This design comes from an exercise in tuning for small area on the open sky130 flow, not from production work.
At most, simulation tests tie the RTL to the original design; equivalence was not proved.

== west ==
==> flow/design.v <==
module PCaddconstant(r, c);
    input [3:0] r;
    output [7:0] c;
    assign c = {~r, r};
endmodule
module PSsubstitutionlayer(sin, sout);
    input [319:0] sin;
    output [319:0] sout;
    wire [63:0] x0 = sin[319:256], x1 = sin[255:192], x2 = sin[191:128],
                x3 = sin[127:64], x4 = sin[63:0];
    wire [63:0] a0 = x0 ^ x4, a1 = x1, a2 = x2 ^ x1, a3 = x3, a4 = x4 ^ x3;
    wire [63:0] c0 = a0 ^ (~a1 & a2);
    wire [63:0] c1 = a1 ^ (~a2 & a3);
    wire [63:0] c2 = a2 ^ (~a3 & a4);
    wire [63:0] c3 = a3 ^ (~a4 & a0);
    wire [63:0] c4 = a4 ^ (~a0 & a1);
    assign sout = {c0 ^ c4, c1 ^ c0, ~c2, c3 ^ c2, c4};
endmodule
module PLlineardiffusion(sin, sout);
    input [319:0] sin;
    output [319:0] sout;
    wire [63:0] x0 = sin[319:256], x1 = sin[255:192], x2 = sin[191:128],
                x3 = sin[127:64], x4 = sin[63:0];
    wire [63:0] b0 = x0 ^ {x0[18:0], x0[63:19]} ^ {x0[27:0], x0[63:28]};
    wire [63:0] b1 = x1 ^ {x1[60:0], x1[63:61]} ^ {x1[38:0], x1[63:39]};
    wire [63:0] b2 = x2 ^ {x2[0:0],  x2[63:1]}  ^ {x2[5:0],  x2[63:6]};
    wire [63:0] b3 = x3 ^ {x3[9:0],  x3[63:10]} ^ {x3[16:0], x3[63:17]};
    wire [63:0] b4 = x4 ^ {x4[6:0],  x4[63:7]}  ^ {x4[40:0], x4[63:41]};
    assign sout = {b0, b1, b2, b3, b4};
endmodule
module Permutation(sin, sout);
    input [319:0] sin;
    output [319:0] sout;
    wire [319:0] d;
    PSsubstitutionlayer P2(sin, d);
    PLlineardiffusion P3(d, sout);
endmodule
module counter(clk, rst, count);
    input clk, rst;
    output reg [6:0] count;
    always @(posedge clk)
        if (rst)
            count <= 7'd1;
        else if (count != 7'd101)
            count <= count + 7'd1;
endmodule
module Ascon_Encryption(count, Encryption, Decryption, Hashing, z,
                        ld, sA, sP, sPad, drep, kK, kF, kT, dsep, byp, clr, en, six);
    input [6:0] count;
    input Encryption, Decryption, Hashing, z;
    output ld, sPad, drep, kK, kF, kT, dsep, byp, clr, six;
    output [3:0] sA, sP, en;
    wire aead = Encryption | Decryption;
    wire [6:0] c = count;
    assign ld    = c == 7'd1;
    assign sA[0] = aead & (c == 7'd13);
    assign sA[1] = aead & (c == 7'd19);
    assign sA[2] = aead & (c == 7'd25);
    assign sA[3] = aead & (c == 7'd31);
    assign sP[0] = aead & (c == 7'd43) | Hashing & ld;
    assign sP[1] = aead & (c == 7'd49) | Hashing & (c == 7'd13);
    assign sP[2] = aead & (c == 7'd55) | Hashing & (c == 7'd25);
    assign sP[3] = aead & (c == 7'd61) | Hashing & (c == 7'd37);
    assign sPad  = aead & ((c == 7'd37) | (c == 7'd67)) | Hashing & (c == 7'd49);
    assign drep  = Decryption & ((c == 7'd43) | (c == 7'd49) | (c == 7'd55) | (c == 7'd61));
    assign kK    = aead & ((c == 7'd13) | (c == 7'd79));
    assign kF    = aead & (c == 7'd67);
    assign kT    = aead & ((c == 7'd80) | (c == 7'd81));
    assign dsep  = aead & (c == 7'd43);
    assign byp   = (c >= 7'd97) | aead & (c >= 7'd79);
    assign clr   = Decryption & (c == 7'd81) & z;
    assign en[0] = aead & (c == 7'd43) | Hashing & (c == 7'd61) | clr;
    assign en[1] = aead & (c == 7'd49) | Hashing & (c == 7'd73) | clr;
    assign en[2] = aead & (c == 7'd55) | Hashing & (c == 7'd85) | clr;
    assign en[3] = aead & (c == 7'd61) | Hashing & (c == 7'd97) | clr;
    assign six   = aead & (c >= 7'd12) & (c < 7'd66);
endmodule
module Ascon_Encryption_upper(clk,rst,Encryption,C,T,Decryption,Hashing,K,N,A,P,Tin);
    input clk, rst, Encryption, Decryption, Hashing;
    input [127:0] K, N, Tin;
    input [255:0] A, P;
    output reg [255:0] C;
    output reg [127:0] T;
    localparam [63:0]  IV  = 64'h80400c0600000000;
    localparam [63:0]  PAD = 64'h8000000000000000;
    localparam [319:0] HIV = 320'hee9398aadb67f03d8bb21831c60f1002b48a92db98d5da6243189921b8f8e3e8348fa5c9d525e140;
    wire [6:0] count;
    counter c1(clk, rst, count);
    reg [191:0] sh;
    reg [3:0] r;
    wire z = |T;
    wire ld, sPad, drep, kK, kF, kT, dsep, byp, clr, six;
    wire [3:0] sA, sP, en;
    Ascon_Encryption A1(count, Encryption, Decryption, Hashing, z,
                        ld, sA, sP, sPad, drep, kK, kF, kT, dsep, byp, clr, en, six);
    wire [63:0] din = {64{sA[0]}} & A[255:192] | {64{sA[1]}} & A[191:128] |
                      {64{sA[2]}} & A[127:64]  | {64{sA[3]}} & A[63:0] |
                      {64{sP[0]}} & P[255:192] | {64{sP[1]}} & P[191:128] |
                      {64{sP[2]}} & P[127:64]  | {64{sP[3]}} & P[63:0] |
                      {64{sPad}} & PAD;
    wire [63:0] s0 = sh[191:128], s1 = sh[127:64], s2 = sh[63:0];
    wire [63:0] y  = (s0 & {64{~clr}}) ^ din;
    wire ldA = ld & ~Hashing, ldH = ld & Hashing;
    wire kx = kF | ldA;
    wire [63:0] u0 = (s0 & {64{~(ld | drep | clr)}}) ^ din ^ ({64{ldA}} & IV) ^ ({64{ldH}} & HIV[319:256]);
    wire [63:0] u1 = (s1 & {64{~ld}}) ^ ({64{kx}} & K[127:64]) ^ ({64{ldH}} & HIV[255:192]);
    wire [63:0] u2 = (s2 & {64{~ld}}) ^ ({64{kx}} & K[63:0])   ^ ({64{ldH}} & HIV[191:128]);
    wire [63:0] u3 = (T[127:64] & {64{~ld}}) ^ ({64{kK}} & K[127:64] | {64{kT}} & Tin[127:64] | {64{ldA}} & N[127:64] | {64{ldH}} & HIV[127:64]);
    wire [63:0] u4 = (T[63:0] & {64{~ld}}) ^ ({64{kK}} & K[63:0] | {64{kT}} & Tin[63:0] | {64{ldA}} & N[63:0] | {64{ldH}} & HIV[63:0]) ^ {63'd0, dsep};
    wire [7:0] rc;
    PCaddconstant P1(r, rc);
    wire [319:0] v;
    Permutation P4({u0, u1, u2 ^ {56'd0, rc}, u3, u4}, v);
    always @(posedge clk) begin
        sh <= v[319:128];
        T  <= byp ? {u3, u4} : v[127:0];
        if (rst)
            r <= 4'd0;
        else if (r == 4'd11)
            r <= six ? 4'd6 : 4'd0;
        else
            r <= r + 4'd1;
        if (en[0]) C[255:192] <= y;
        if (en[1]) C[191:128] <= y;
        if (en[2]) C[127:64]  <= y;
        if (en[3]) C[63:0]    <= y;
    end
endmodule
Settings: LEC_CHECK=0, CAP_MARGIN=20, CORE_MARGIN=2, CORE_UTILIZATION=45, CTS_BUF_LIST=sky130_fd_sc_hd__clkbuf_16, CTS_CLUSTER_DIAMETER=100, CTS_CLUSTER_SIZE=24, PLACE_DENSITY=0.6, SLEW_MARGIN=20; clock period 10.0 ns.
standard.sh (not shown) runs the stock make flow with config.mk's settings and CLKGATE_MAP_FILE= SYNTH_SCRIPT=/design/flow/synth_recipe.tcl, a recipe that flattens the netlist after the stock synthesis.
==> flow/flow/run.sh <==
#!/bin/bash
set -euo pipefail
W=$(pwd)
export FLOW_WORK="$W"
export MY_ABC_SCRIPT="$W/flow/abc_area.script"
export BUFFER_PORTS_ARGS="-buffer_cell sky130_fd_sc_hd__buf_1"
export PLACE_PINS_ARGS="-min_distance 1 -min_distance_in_tracks"
bash standard.sh SYNTH_SCRIPT="$W/flow/synth.tcl" \
  "BUFFER_PORTS_ARGS=-buffer_cell sky130_fd_sc_hd__buf_1" \
  "PLACE_PINS_ARGS=-min_distance 1 -min_distance_in_tracks" finish > "$W/flow_standard.log" 2>&1
==> flow/flow/abc_area.script <==
&get -n
&st
&dch
&nf -R 1000
&put
topo
==> flow/flow/synth.tcl <==
proc abc {args} {
  set i [lsearch -exact $args -script]
  if {$i >= 0} { set args [lreplace $args $i [expr {$i+1}] -script $::env(MY_ABC_SCRIPT)] }
  yosys abc {*}$args
}
source $::env(FLOW_WORK)/synth_recipe.tcl
Relative to west, the following input files were edited for north:
--- a/flow/design.v
+++ b/flow/design.v
@@ -38,13 +38,13 @@
 module counter(clk, rst, count);
     input clk, rst;
     output reg [6:0] count;
     always @(posedge clk)
         if (rst)
             count <= 7'd1;
-        else if (count != 7'd101)
+        else if (count != 7'd127)
             count <= count + 7'd1;
 endmodule
 module Ascon_Encryption(count, Encryption, Decryption, Hashing, z,
                         ld, sA, sP, sPad, drep, kK, kF, kT, dsep, byp, clr, en, six);
     input [6:0] count;
     input Encryption, Decryption, Hashing, z;
==> comparison <==
For west and north, there was not a single run that failed to finish clean.
As far as synthesized area is concerned, west and north perform about the same.
Against west, worst-case hold slack in north came out worse.
Note that the highest net fanout along the worst path recorded for north amounts to 1.5 times the value seen in west.
Summary of north over west: final cell count moved down; fraction of area in multi-input gates moved up.
north ended up with T[22] as its worst setup path endpoint; west ended up with sh[66].
Between west and north, the aggregate routed wire length does not differ in any meaningful way.
Per the comparison of north with west, design area went up, global-route wire length before repair went down.
In the metrics for west and north, the one carrying the lower fmax is west.
north ends up with a adder-cell share of the synthesized area that is 0.32 points higher than in west.
Only the layout flow was run in north; the RTL was not checked for function there.

* * *

// Ascon_Encryption_upper: RTL as listed in full above, without the edits since
export LEC_CHECK = 0
export CAP_MARGIN = 20
export CORE_MARGIN = 2
export CORE_UTILIZATION = 45
export CTS_BUF_LIST = sky130_fd_sc_hd__clkbuf_16
export CTS_CLUSTER_DIAMETER = 100
export CTS_CLUSTER_SIZE = 24
export PLACE_DENSITY = 0.6
export SLEW_MARGIN = 20
create_clock -name core_clock -period 10.0 [get_ports {clk}]
==> flow/flow/run.sh <==
#!/bin/bash
# Own layout flow: the standard ORFS flow (standard.sh) with these changes:
#  * IO pins may sit one routing track apart (place_pins -min_distance 1 track), so the
#    1285 ports do not set the die size;
#  * the port buffers that placement inserts on every input and output are buf_1 cells;
#  * floorplan does not size up gates for timing before placement (REMOVE_ABC_BUFFERS=1:
#    there, unplaced high-fanout nets look slow and make it upsize hundreds of gates).
# Each tool's full output is in orfs/logs/ (ORFS) and flow_*.log here.
set -euo pipefail
W=$(pwd)
export FLOW_WORK="$W"
export MY_ABC_SCRIPT="$W/flow/abc_area.script"
export BUFFER_PORTS_ARGS="-buffer_cell sky130_fd_sc_hd__buf_1"
export PLACE_PINS_ARGS="-min_distance 1 -min_distance_in_tracks"
export REMOVE_ABC_BUFFERS=1
bash standard.sh SYNTH_SCRIPT="$W/flow/synth.tcl" \
  "BUFFER_PORTS_ARGS=-buffer_cell sky130_fd_sc_hd__buf_1" \
  "PLACE_PINS_ARGS=-min_distance 1 -min_distance_in_tracks" REMOVE_ABC_BUFFERS=1 finish > "$W/flow_standard.log" 2>&1
Scripts as last shown in full above: flow/flow/abc_area.script, flow/flow/synth.tcl
Edit:
--- a/flow/design.v
+++ b/flow/design.v
@@ -38,13 +38,13 @@
 module counter(clk, rst, count);
     input clk, rst;
     output reg [6:0] count;
     always @(posedge clk)
         if (rst)
             count <= 7'd1;
-        else if (count != 7'd101)
+        else if (count != 7'd127)
             count <= count + 7'd1;
 endmodule
 module Ascon_Encryption(count, Encryption, Decryption, Hashing, z,
                         ld, sA, sP, sPad, drep, kK, kF, kT, dsep, byp, clr, en, six);
     input [6:0] count;
     input Encryption, Decryption, Hashing, z;
After rerunning:
- The changed run finished with timing, DRC and antenna clean
- critical path depth rose by 1
- routed wire length drops by 0.94%
- setup slack loses 0.012 ns
- area after synthesis hardly moves
- design area barely changes
- worst hold slack is worse by 0.014 ns
- die area is about the same
- utilization rose by 0.16 points
- cell count drops by 0.76%
Function not checked in the second run of this note: the RTL went through the layout flow alone.

-- what the ideal ports hide --
In the flow no input, the clock included, has a driving cell. The finished layouts below were timed again as built, in two steps.
Step 1: set_driving_cell puts a clkbuf_16 on clk and a buf_2 on each other input, an assumption about the parent block.
Step 2, shift: input delay + t, output delay - t, t = (earliest + latest rising clock arrival at the registers) / 2. This alone moves slack from input paths to output paths.
Slacks: ideal ports / drivers / drivers and shift; pairs: ideal ports / drivers.
run	t (ns)	setup slack, ns	hold WS [ns]	slew at the worst register clock pin (ns)
west	0.757	2.218 / 2.261 / 1.504	0.537 / 0.537 / 0.537	0.12 / 0.12
north	0.746	2.437 / 2.446 / 1.700	0.520 / 0.520 / 0.520	0.12 / 0.12
the first run of note 2	0.694	2.428 / 2.428 / 2.116	0.535 / 0.535 / 0.535	0.11 / 0.11
the second run of note 2	0.681	2.416 / 2.415 / 1.734	0.521 / 0.521 / 0.521	0.11 / 0.11
After both steps setup and hold are still met in every run listed. For north, which loses most, drivers alone change the setup slack by +0.009 ns; drivers and shift together by -0.737 ns.
